This design comes from an exercise in tuning for small area and a short achievable clock period on the open sky130 flow, not from production work. Where RTL was checked, it was by simulation tests only, not by an equivalence proof against the original. No activity file was given, so power comes from the tool's default toggle rates.

Setup of run A:
==> flow/design.v <==
module pcout(l, u, t, c, s, take, pc);
    input  [7:0]  l, t;
    input  [21:0] u;
    input         c, s, take;
    output [29:0] pc;
    wire [8:0] ln  = {1'b0, l} + 9'd1;
    wire [7:0] low = take ? t : ln[7:0];
    wire       inc = take ? (c & ~s) : ln[8];
    wire       dec = take & ~c & s;
    wire [21:0] A, Z;
    assign A[0] = 1'b1;
    assign Z[0] = 1'b1;
    genvar g;
    generate for (g = 1; g < 22; g = g + 1) begin : chain
        assign A[g] = A[g-1] & u[g-1];
        assign Z[g] = Z[g-1] & ~u[g-1];
    end endgenerate
    assign pc = {u ^ (({22{inc}} & A) | ({22{dec}} & Z)), low};
endmodule
module control_unit(vld, o, we, br, use_imm);
    input       vld;           
    input [3:0] o;             
    output      we, br, use_imm;
    assign we = vld & ((~o[3] & ~(o[2] & o[1])) | (o[3] & (o[2] ? ~o[1] : (o[1] | o[0]))));
    assign br = vld & ((~o[3] & o[2] & o[1]) | (o[3] & ~o[2] & ~o[1] & ~o[0]));
    assign use_imm = (~o[3] & ~o[2] & ~o[1] & ~o[0]) | (o[3] & (o[2] | o[1]));
endmodule
module wdec(we, rd, rst, wen);
    input       we, rst;
    input [2:0] rd;
    output [7:0] wen;
    genvar i;
    generate for (i = 0; i < 8; i = i + 1) begin : g
        assign wen[i] = rst | (we & (rd == i));
    end endgenerate
endmodule
module rdmux(s, i0, i1, i2, i3, i4, i5, i6, i7, o);
    input  [2:0] s;
    input  [7:0] i0, i1, i2, i3, i4, i5, i6, i7;
    output [7:0] o;
    wire [7:0] a = s[1] ? (s[0] ? i3 : i2) : (s[0] ? i1 : i0);
    wire [7:0] b = s[1] ? (s[0] ? i7 : i6) : (s[0] ? i5 : i4);
    assign o = s[2] ? b : a;
endmodule
module mul8lo(a, b, p);
    input  [7:0] a, b;
    output [7:0] p;
    wire pp0_0 = a[0] & b[0];
    wire pp0_1 = a[1] & b[0];
    wire pp0_2 = a[2] & b[0];
    wire pp0_3 = a[3] & b[0];
    wire pp0_4 = a[4] & b[0];
    wire pp0_5 = a[5] & b[0];
    wire pp0_6 = a[6] & b[0];
    wire pp0_7 = a[7] & b[0];
    wire pp1_0 = a[0] & b[1];
    wire pp1_1 = a[1] & b[1];
    wire pp1_2 = a[2] & b[1];
    wire pp1_3 = a[3] & b[1];
    wire pp1_4 = a[4] & b[1];
    wire pp1_5 = a[5] & b[1];
    wire pp1_6 = a[6] & b[1];
    wire pp2_0 = a[0] & b[2];
    wire pp2_1 = a[1] & b[2];
    wire pp2_2 = a[2] & b[2];
    wire pp2_3 = a[3] & b[2];
    wire pp2_4 = a[4] & b[2];
    wire pp2_5 = a[5] & b[2];
    wire pp3_0 = a[0] & b[3];
    wire pp3_1 = a[1] & b[3];
    wire pp3_2 = a[2] & b[3];
    wire pp3_3 = a[3] & b[3];
    wire pp3_4 = a[4] & b[3];
    wire pp4_0 = a[0] & b[4];
    wire pp4_1 = a[1] & b[4];
    wire pp4_2 = a[2] & b[4];
    wire pp4_3 = a[3] & b[4];
    wire pp5_0 = a[0] & b[5];
    wire pp5_1 = a[1] & b[5];
    wire pp5_2 = a[2] & b[5];
    wire pp6_0 = a[0] & b[6];
    wire pp6_1 = a[1] & b[6];
    wire pp7_0 = a[0] & b[7];
    wire s1 = pp0_6 ^ pp1_5;
    wire c2 = pp0_6 & pp1_5;
    wire s3 = pp0_7 ^ pp1_6 ^ pp2_5;
    wire s5 = pp3_4 ^ pp4_3;
    wire s7 = pp0_4 ^ pp1_3;
    wire c8 = pp0_4 & pp1_3;
    wire s9 = pp0_5 ^ pp1_4 ^ pp2_3;
    wire c10 = (pp0_5 & pp1_4) | (pp2_3 & (pp0_5 ^ pp1_4));
    wire s11 = pp3_2 ^ pp4_1;
    wire c12 = pp3_2 & pp4_1;
    wire s13 = s1 ^ pp2_4 ^ pp3_3;
    wire c14 = (s1 & pp2_4) | (pp3_3 & (s1 ^ pp2_4));
    wire s15 = pp4_2 ^ pp5_1 ^ pp6_0;
    wire c16 = (pp4_2 & pp5_1) | (pp6_0 & (pp4_2 ^ pp5_1));
    wire s17 = c2 ^ s3 ^ s5;
    wire s19 = pp5_2 ^ pp6_1 ^ pp7_0;
    wire s21 = pp0_3 ^ pp1_2;
    wire c22 = pp0_3 & pp1_2;
    wire s23 = s7 ^ pp2_2 ^ pp3_1;
    wire c24 = (s7 & pp2_2) | (pp3_1 & (s7 ^ pp2_2));
    wire s25 = c8 ^ s9 ^ s11;
    wire c26 = (c8 & s9) | (s11 & (c8 ^ s9));
    wire s27 = c10 ^ c12 ^ s13;
    wire c28 = (c10 & c12) | (s13 & (c10 ^ c12));
    wire s29 = c14 ^ c16 ^ s17;
    wire s31 = pp0_2 ^ pp1_1;
    wire c32 = pp0_2 & pp1_1;
    wire s33 = s21 ^ pp2_1 ^ pp3_0;
    wire c34 = (s21 & pp2_1) | (pp3_0 & (s21 ^ pp2_1));
    wire s35 = c22 ^ s23 ^ pp4_0;
    wire c36 = (c22 & s23) | (pp4_0 & (c22 ^ s23));
    wire s37 = c24 ^ s25 ^ pp5_0;
    wire c38 = (c24 & s25) | (pp5_0 & (c24 ^ s25));
    wire s39 = c26 ^ s27 ^ s15;
    wire c40 = (c26 & s27) | (s15 & (c26 ^ s27));
    wire s41 = c28 ^ s29 ^ s19;
    wire [7:0] ra = {c40, c38, c36, c34, c32, s31, pp0_1, pp0_0};
    wire [7:0] rb = {s41, s39, s37, s35, s33, pp2_0, pp1_0, 1'b0};
    assign p = ra + rb;
endmodule
module shifter(d, imm, is_sll, out);
    input  [7:0] d, imm;
    input        is_sll;
    output [7:0] out;
    wire [2:0] n = imm[2:0];
    wire a0 = n[0];
    wire a1 = n[1] ^ (is_sll & n[0]);
    wire a2 = n[2] ^ (is_sll & (n[1] | n[0]));
    wire [7:0] r0 = a0 ? {d[0],  d[7:1]}  : d;
    wire [7:0] r1 = a1 ? {r0[1:0], r0[7:2]} : r0;
    wire [7:0] r2 = a2 ? {r1[3:0], r1[7:4]} : r1;
    wire kill = is_sll ? (imm == 8'd8) : (~imm[7] & (imm[3:0] == 4'd8));
    wire all  = ~is_sll & imm[7] & ~imm[6];
    wire [7:0] keep;
    genvar j;
    generate for (j = 0; j < 8; j = j + 1) begin : m
        assign keep[j] = ~kill & (all | (is_sll ? (n <= j) : (n <= 7 - j)));
    end endgenerate
    wire fill = ~is_sll & ~imm[7] & imm[6] & d[7];
    assign out = (r2 & keep) | ({8{fill}} & ~keep);
endmodule
module alu(o, a, b, br, eq, res, take);
    input  [3:0] o;
    input  [7:0] a, b;
    input        br, eq;
    output [7:0] res;
    output       take;
    wire s_b   = ~o[3] & ~o[2] & ~o[1];             
    wire s_add = ~o[3] & o[1];                      
    wire s_and = ~o[3] & o[2] & ~o[0];              
    wire s_or  = ~o[3] & o[2] & o[0];               
    wire s_mul = o[3] & ~o[2] & ~o[1];              
    wire s_sh  = o[3] & (o[2] | o[1]);              
    wire       sub = o[0];
    wire [7:0] sum = a + (b ^ {8{sub}}) + {7'd0, sub};
    wire [7:0] prod;
    mul8lo u_mul(.a(a), .b(b), .p(prod));
    wire [7:0] shv;
    shifter u_sh(.d(a), .imm(b), .is_sll(o[1] & ~o[0]), .out(shv));
    assign res = ({8{s_b}} & b) | ({8{s_add}} & sum) | ({8{s_and}} & (a & b)) |
                 ({8{s_or}} & (a | b)) | ({8{s_mul}} & prod) | ({8{s_sh}} & shv);
    assign take = br & (o[3] ? ~eq : (o[0] ? eq : 1'b1));
endmodule
module cpu(PC, INSTRUCTION, CLK, RESET);
    input  [31:0] INSTRUCTION;
    input         CLK, RESET;
    output [31:0] PC;
    wire       vld = (INSTRUCTION[31:28] == 4'd0);
    wire [3:0] o   = INSTRUCTION[27:24];
    wire [7:0] off = INSTRUCTION[23:16];
    wire [2:0] rd  = INSTRUCTION[18:16];
    wire [2:0] rt  = INSTRUCTION[10:8];
    wire [2:0] rs  = INSTRUCTION[2:0];
    wire [7:0] imm = INSTRUCTION[7:0];
    reg [7:0] r0, r1, r2, r3, r4, r5, r6, r7;    
    reg [7:0] e_a, e_b;                          
    reg [3:0] e_o;                               
    reg [2:0] e_rd;                              
    reg       e_we, e_br;                        
    reg       e_eq;                              
    reg [7:0] p_l;                               
    reg [21:0] p_u;                              
    reg [7:0] p_t;                               
    reg       p_c, p_s;                          
    wire [7:0] res;
    wire       take;
    alu u_alu(.o(e_o), .a(e_a), .b(e_b), .br(e_br), .eq(e_eq), .res(res), .take(take));
    wire [7:0] wen;
    wdec u_wdec(.we(e_we), .rd(e_rd), .rst(RESET), .wen(wen));
    wire [7:0] wd = res & {8{~RESET}};
    always @(posedge CLK) begin
        if (wen[0]) r0 <= wd;
        if (wen[1]) r1 <= wd;
        if (wen[2]) r2 <= wd;
        if (wen[3]) r3 <= wd;
        if (wen[4]) r4 <= wd;
        if (wen[5]) r5 <= wd;
        if (wen[6]) r6 <= wd;
        if (wen[7]) r7 <= wd;
    end
    wire [29:0] pc;
    pcout u_pc(.l(p_l), .u(p_u), .t(p_t), .c(p_c), .s(p_s), .take(take), .pc(pc));
    assign PC = {pc, 2'b00};
    wire [8:0] tsum = {1'b0, pc[7:0]} + {1'b0, off} + 9'd1;
    always @(posedge CLK) begin
        p_l <= pc[7:0] | {8{RESET}};
        p_u <= pc[29:8] | {22{RESET}};
        p_t <= tsum[7:0];
        p_c <= tsum[8];
        p_s <= off[7];
    end
    wire [7:0] q1, q2;
    rdmux rm1(.s(rt), .i0(r0), .i1(r1), .i2(r2), .i3(r3), .i4(r4), .i5(r5), .i6(r6), .i7(r7), .o(q1));
    rdmux rm2(.s(rs), .i0(r0), .i1(r1), .i2(r2), .i3(r3), .i4(r4), .i5(r5), .i6(r6), .i7(r7), .o(q2));
    wire f1 = e_we & (e_rd == rt);
    wire f2 = e_we & (e_rd == rs);
    wire [7:0] d1 = f1 ? res : q1;
    wire [7:0] d2 = f2 ? res : q2;
    wire we, br, use_imm;
    control_unit u_cu(.vld(vld), .o(o), .we(we), .br(br), .use_imm(use_imm));
    always @(posedge CLK) begin
        e_a  <= d1;
        e_b  <= use_imm ? imm : d2;
        e_o  <= o;
        e_rd <= rd;
        e_we <= we & ~RESET;
        e_br <= br & ~RESET;
        e_eq <= (d1 == d2);
    end
endmodule
Settings: LEC_CHECK=0, ABC_AREA=1, CAP_MARGIN=20, CORE_MARGIN=2, CORE_UTILIZATION=40, SETUP_SLACK_MARGIN=4.5, SLEW_MARGIN=20; clock period 11.0 ns.
standard.sh (not shown) runs the stock make flow with config.mk's settings and CLKGATE_MAP_FILE= SYNTH_SCRIPT=/design/flow/synth_recipe.tcl, a recipe that flattens the netlist after the stock synthesis.
==> flow/flow/run.sh <==
#!/bin/bash
# Standard ORFS layout (the standard.sh) with: plain buf_1 port buffers,
# a lighter clock tree (no dummy loads), and a tighter setup repair target.
export BUFFER_PORTS_ARGS="-buffer_cell sky130_fd_sc_hd__buf_1"
export CTS_ARGS="-sink_clustering_enable -repair_clock_nets -buf_list sky130_fd_sc_hd__clkbuf_8 -root_buf sky130_fd_sc_hd__clkbuf_8 -sink_clustering_size 20 -dont_use_dummy_load"
bash standard.sh SETUP_SLACK_MARGIN=6.5  finish > standard.log 2>&1
## Diff of input files: run B against run A
--- a/flow/design.v
+++ b/flow/design.v
@@ -35,15 +35,23 @@
     end endgenerate
 endmodule
 module rdmux(s, i0, i1, i2, i3, i4, i5, i6, i7, o);
     input  [2:0] s;
     input  [7:0] i0, i1, i2, i3, i4, i5, i6, i7;
     output [7:0] o;
-    wire [7:0] a = s[1] ? (s[0] ? i3 : i2) : (s[0] ? i1 : i0);
-    wire [7:0] b = s[1] ? (s[0] ? i7 : i6) : (s[0] ? i5 : i4);
-    assign o = s[2] ? b : a;
+    wire [7:0] h;
+    assign h[0] = ~s[2] & ~s[1] & ~s[0];
+    assign h[1] = ~s[2] & ~s[1] &  s[0];
+    assign h[2] = ~s[2] &  s[1] & ~s[0];
+    assign h[3] = ~s[2] &  s[1] &  s[0];
+    assign h[4] =  s[2] & ~s[1] & ~s[0];
+    assign h[5] =  s[2] & ~s[1] &  s[0];
+    assign h[6] =  s[2] &  s[1] & ~s[0];
+    assign h[7] =  s[2] &  s[1] &  s[0];
+    assign o = ({8{h[0]}} & i0) | ({8{h[1]}} & i1) | ({8{h[2]}} & i2) | ({8{h[3]}} & i3) |
+               ({8{h[4]}} & i4) | ({8{h[5]}} & i5) | ({8{h[6]}} & i6) | ({8{h[7]}} & i7);
 endmodule
 module mul8lo(a, b, p);
     input  [7:0] a, b;
     output [7:0] p;
     wire pp0_0 = a[0] & b[0];
     wire pp0_1 = a[1] & b[0];
Notes after the runs:
Run B | status: complete | timing, DRC, antenna: pass. The final layout from run A, which completed every stage, passed the timing, design-rule and antenna checks at the end of the flow. Sequential cell power grows slightly when moving from run A to run B. Storage element area shrinks slightly when moving from run A to run B. In the flow results for run A and run B, the area after synthesis is smaller on run B. Number of nets in the layout for run B is lower than for run A. Run A → run B: total power draw lower; worst setup margin higher; total length of routed wires lower. On cell row count: between run A and run B, it ends up lower for run B. Run B vs run A: ratio of cells with drive above 1 in the final layout down. Run B vs. run A: placed wire-length estimate after detailed placement increased by 600 um relative to the old numbers, worst max-slew margin expressed relative to the limit closely matched the old numbers. Area of all placed cells without fillers in run B is 4.4% below run A. Against run A, static leakage power in run B fell by a few percent.
Function not checked in run A: the RTL went through the layout flow alone.

==> what the ideal ports hide <==
In the flow no input, the clock included, has a driving cell. The finished layouts below were timed again as built, in two steps.
Step 1 assumes that a clkbuf_16 drives the clock port and a buf_2 every other input.
Step 2 moves the port delays by t, midway between the first and last clock arrival at a register: inputs arrive t later, outputs are due t later. That takes back most of the time a late clock gives input paths.
Slacks: ideal / step 1 / step 2; pairs: ideal / step 1.
run	t (ns)	setup WS [ns]	worst setup path at the end	cell pins on the clock port's net
run A	0.471	6.136 / 6.100 / 6.276	input to register	1
run B	0.482	6.234 / 6.194 / 6.283	input to register	1
After both steps every run listed still meets setup and hold.
